What follows belongs to an exercise in optimizing a design on an open flow for small area, a short achievable clock period and few clock cycles per item; a production flow would make more cautious choices. The RTL was checked by simulation tests, not by an equivalence proof against the original design.

Setup of exp/juniper:
==> flow/design.v (excerpt) <==
module LWC ( 
   do_data, pdi_ready, sdi_ready, do_valid, do_last,
   pdi_data, sdi_data, pdi_valid, sdi_valid, do_ready, clk, rst
   ) ;
   output [31:0] do_data;
   output        pdi_ready, sdi_ready;
   output        do_valid, do_last;
   input [31:0]  pdi_data, sdi_data;
   input         pdi_valid, sdi_valid, do_ready;
   input         clk, rst;
   localparam R = 2;
   localparam IDLE = 0,  KLD = 1,  KHD = 2,  KW  = 3,
              ADH  = 4,  ADS = 5,  ADT = 6,  NH  = 7,
              NW   = 8,  NWT = 9,  MH  = 10, MS  = 11,
              TH   = 12, TW  = 13, ST  = 14, VH  = 15,
              VW   = 16, VS  = 17;
   localparam NS = 18;
   localparam C_AD = 2'd0, C_N = 2'd1, C_M = 2'd2;
   reg [127:0] S, K, T3, NB, T2;
   reg [63:0]  Z;
   reg [NS-1:0] st;
   reg [1:0]   g;              
   reg [1:0]   wc;             
   reg [11:0]  hi;             
   reg [3:0]   lo;             
   reg         full, blast;    
   reg         dec, fail, sclr;
   reg         tpart;
   reg         busy, par;
   reg [5:0]   rc;
   reg [1:0]   ctype;
   reg [1:0]   twc;            
   reg         tth, ttw, tst, tvs;    
   wire [127:0] ks2a, ks3a, ks2, ks3, rout1, rout;
   wire [5:0]   rc2 = {rc[4:0], rc[5] ^ rc[4] ^ 1'b1};
   wire [63:0]  rk  = ((R == 1 && par) ? 64'h0 : Z) ^ T2[127:64] ^ T3[127:64];
   wire         last_rnd;
   SkinnyRound RND1 (.X(S), .RK(rk), .RC(rc), .Y(rout1));
Size in the first run: ~5100 cells after synthesis, ~110 I/O pins.
Settings: LEC_CHECK=0, ABC_AREA=1, CAP_MARGIN=20, CORE_MARGIN=2, CORE_UTILIZATION=55, SETUP_SLACK_MARGIN=1.5, SLEW_MARGIN=20; clock period 5.5 ns.
run.sh (not shown) runs the stock make flow with config.mk's settings and CLKGATE_MAP_FILE= SYNTH_SCRIPT=/design/flow/synth_recipe.tcl, a recipe that flattens the netlist after the stock synthesis.
The flow did not stop early for exp/juniper: all stages ran, and the layout cleared the timing, DRC and antenna checks.
Testbench counts of exp/juniper, summed over its fixed seeds: cycles 34,200, bytes 18,726.
diff inputs: exp/juniper => exp/zinc
# exp/juniper
export LEC_CHECK = 0
export ABC_AREA = 1
export CAP_MARGIN = 20
export CORE_MARGIN = 2
export CORE_UTILIZATION = 55
export SETUP_SLACK_MARGIN = 1.5
export SLEW_MARGIN = 20
create_clock -name core_clock -period 5.5 [get_ports {clk}]
# exp/zinc
export LEC_CHECK = 0
export ABC_AREA = 1
export CAP_MARGIN = 20
export CORE_MARGIN = 2
export CORE_UTILIZATION = 55
export SETUP_SLACK_MARGIN = 1.65
export SLEW_MARGIN = 20
create_clock -name core_clock -period 5.5 [get_ports {clk}]
==> notes.md <==
- Compared with exp/juniper, detailed-route wire length in exp/zinc increased slightly.
- The sequential share of layout area in exp/zinc sits 0.46 points below the value recorded for exp/juniper.
- ~same leftover overflow at the end of global routing in exp/zinc and exp/juniper
- Looking at the reports, exp/zinc completed the entire flow and the layout it produced met the timing, DRC and antenna checks.
- exp/juniper finished every stage and its layout cleared the timing, DRC and antenna checks.
- Insertion delay to the later sink of the worst-skew pair across exp/zinc and exp/juniper: no real change.
The inputs of exp/ember differ from those of exp/zinc as listed below.
# exp/zinc
export LEC_CHECK = 0
export ABC_AREA = 1
export CAP_MARGIN = 20
export CORE_MARGIN = 2
export CORE_UTILIZATION = 55
export SETUP_SLACK_MARGIN = 1.65
export SLEW_MARGIN = 20
create_clock -name core_clock -period 5.5 [get_ports {clk}]
# exp/ember
export LEC_CHECK = 0
export ABC_AREA = 1
export CAP_MARGIN = 20
export CORE_MARGIN = 2
export CORE_UTILIZATION = 55
export CTS_BUF_LIST = sky130_fd_sc_hd__clkbuf_4 sky130_fd_sc_hd__clkbuf_8
export SETUP_SLACK_MARGIN = 1.0
export SLEW_MARGIN = 20
create_clock -name core_clock -period 5.5 [get_ports {clk}]
--- outcome ---
Wire length reported by the detailed router improves in exp/ember relative to exp/zinc.
On number of setup violations in the final report, exp/zinc and exp/ember are neck and neck.
Sort exp/zinc and exp/ember by diode insertion count for antenna repair asc -> top: exp/zinc
The hold slack number comes out lower for exp/ember vs exp/zinc.
Diff exp/zinc and exp/ember: number of filler cells placed in the layout higher in exp/ember
For the worst setup slack, exp/ember came in 0.56 ns lower than exp/zinc did.
Setup changes, exp/ember to exp/fjord
# exp/ember
export LEC_CHECK = 0
export ABC_AREA = 1
export CAP_MARGIN = 20
export CORE_MARGIN = 2
export CORE_UTILIZATION = 55
export CTS_BUF_LIST = sky130_fd_sc_hd__clkbuf_4 sky130_fd_sc_hd__clkbuf_8
export SETUP_SLACK_MARGIN = 1.0
export SLEW_MARGIN = 20
create_clock -name core_clock -period 5.5 [get_ports {clk}]
# exp/fjord
export LEC_CHECK = 0
export ABC_AREA = 1
export CAP_MARGIN = 20
export CORE_MARGIN = 2
export CORE_UTILIZATION = 55
export SETUP_SLACK_MARGIN = 1.25
export SLEW_MARGIN = 20
create_clock -name core_clock -period 5.5 [get_ports {clk}]
## What came out
Re number of buffers and inverters on the critical path: exp/ember and exp/fjord aren't equal, and the lower value belongs to exp/fjord. Global-route wire length before repair: exp/fjord vs exp/ember — no meaningful difference. exp/fjord vs exp/ember: via count of the first global-routing pass down.
## Diff of input files: exp/cedar against exp/fjord
# exp/fjord
export LEC_CHECK = 0
export ABC_AREA = 1
export CAP_MARGIN = 20
export CORE_MARGIN = 2
export CORE_UTILIZATION = 55
export SETUP_SLACK_MARGIN = 1.25
export SLEW_MARGIN = 20
create_clock -name core_clock -period 5.5 [get_ports {clk}]
# exp/cedar
export LEC_CHECK = 0
export ABC_AREA = 1
export CAP_MARGIN = 20
export CORE_MARGIN = 2
export CORE_UTILIZATION = 55
export SETUP_SLACK_MARGIN = 1.8
export SLEW_MARGIN = 20
create_clock -name core_clock -period 5.5 [get_ports {clk}]
==> comparison <==
All of exp/cedar and exp/fjord finish clean. Status: routed wire length parity (exp/cedar, exp/fjord). Looking at exp/cedar and exp/fjord, the total routed wire length on the met1 layer is a wash. Comparing exp/cedar and exp/fjord, area added between synthesis and finish is higher on exp/cedar. Delta(global router's overall resource usage, exp/cedar - exp/fjord) < 0. The via count of the first global-routing pass was comparable across exp/cedar and exp/fjord. Compared to exp/fjord, exp/cedar has fmax about 13% higher. When the final numbers for exp/cedar and exp/fjord were put side by side, the area used by multi-input combinational logic turned out to be greater in exp/cedar. Summary of exp/cedar over exp/fjord: part of the cycle the worst path needs dropped 9.0 points; total of fill cells in the finished design dropped 186.

* * *

Starting RTL as in the previous note.
Design LWC, start of the top module:
module LWC ( 
   do_data, pdi_ready, sdi_ready, do_valid, do_last,
   pdi_data, sdi_data, pdi_valid, sdi_valid, do_ready, clk, rst
   ) ;
   output [31:0] do_data;
   output        pdi_ready, sdi_ready;
   output        do_valid, do_last;
   input [31:0]  pdi_data, sdi_data;
   input         pdi_valid, sdi_valid, do_ready;
   input         clk, rst;
   localparam R = 2;
   localparam IDLE = 0,  KLD = 1,  KHD = 2,  KW  = 3,
              ADH  = 4,  ADS = 5,  ADT = 6,  NH  = 7,
              NW   = 8,  NWT = 9,  MH  = 10, MS  = 11,
              TH   = 12, TW  = 13, ST  = 14, VH  = 15,
              VW   = 16, VS  = 17;
   localparam NS = 18;
   localparam C_AD = 2'd0, C_N = 2'd1, C_M = 2'd2;
   reg [127:0] S, K, T3, NB, T2;
   reg [63:0]  Z;
   reg [NS-1:0] st;
   reg [1:0]   g;              
   reg [1:0]   wc;             
   reg [11:0]  hi;             
   reg [3:0]   lo;             
   reg         full, blast;    
   reg         dec, fail, sclr;
   reg         tpart;
   reg         busy, par;
   reg [5:0]   rc;
   reg [1:0]   ctype;
   reg [1:0]   twc;            
   reg         tth, ttw, tst, tvs;    
   wire [127:0] ks2a, ks3a, ks2, ks3, rout1, rout;
   wire [5:0]   rc2 = {rc[4:0], rc[5] ^ rc[4] ^ 1'b1};
   wire [63:0]  rk  = ((R == 1 && par) ? 64'h0 : Z) ^ T2[127:64] ^ T3[127:64];
   wire         last_rnd;
   SkinnyRound RND1 (.X(S), .RK(rk), .RC(rc), .Y(rout1));
make LEC_CHECK=0 CAP_MARGIN=20 CORE_MARGIN=2 CORE_UTILIZATION=55 SETUP_SLACK_MARGIN=1.8 SLEW_MARGIN=20 finish   # period 5.5 ns
Testbench counts at the start, summed over its fixed seeds: cycles 34,200, bytes 18,726.
Then changed:
- SETUP_SLACK_MARGIN: 1.8 -> 1.0
Outcome: Hold slack is about the same. Clock-buffer cell count came out higher by 2. Worst setup slack got worse by 0.25 ns.

-- separate check: timing with driven ports --
No port has a modelled driver above. Below, the same layouts with a new extraction and two added sets of constraints. Step 1: set_driving_cell puts a clkbuf_16 on clk and a buf_2 on each other input, an assumption about the parent block. Step 2 times the ports against the registers' clock, not the clock port: input delays grow and output delays shrink by t, the midpoint of the rising clock arrivals with the driver on. a / b / c = ideal ports / drivers / drivers and shift; a / b = the first two.
| run | t, ns | setup WS [ns] | slew at the worst register clock pin (ns) |
|---|---|---|---|
| exp/juniper | 0.724 | 1.408 / 1.408 / 1.080 | 0.07 / 0.07 |
| exp/zinc | 0.720 | 1.594 / 1.594 / 1.204 | 0.07 / 0.07 |
| exp/ember | 0.851 | 1.038 / 0.971 / 0.635 | 0.07 / 0.07 |
| exp/fjord | 0.720 | 1.327 / 1.256 / 0.917 | 0.07 / 0.07 |
| exp/cedar | 0.726 | 1.821 / 1.748 / 1.374 | 0.07 / 0.07 |
| the first run of note 2 | 0.714 | 1.325 / 1.325 / 1.325 | 0.07 / 0.07 |
| the second run of note 2 | 0.724 | 1.071 / 1.004 / 1.071 | 0.07 / 0.07 |
After both steps setup and hold are still met in every run listed. The setup slack of exp/cedar, which loses most, moves by -0.073 ns with the drivers and by -0.447 ns with both steps.
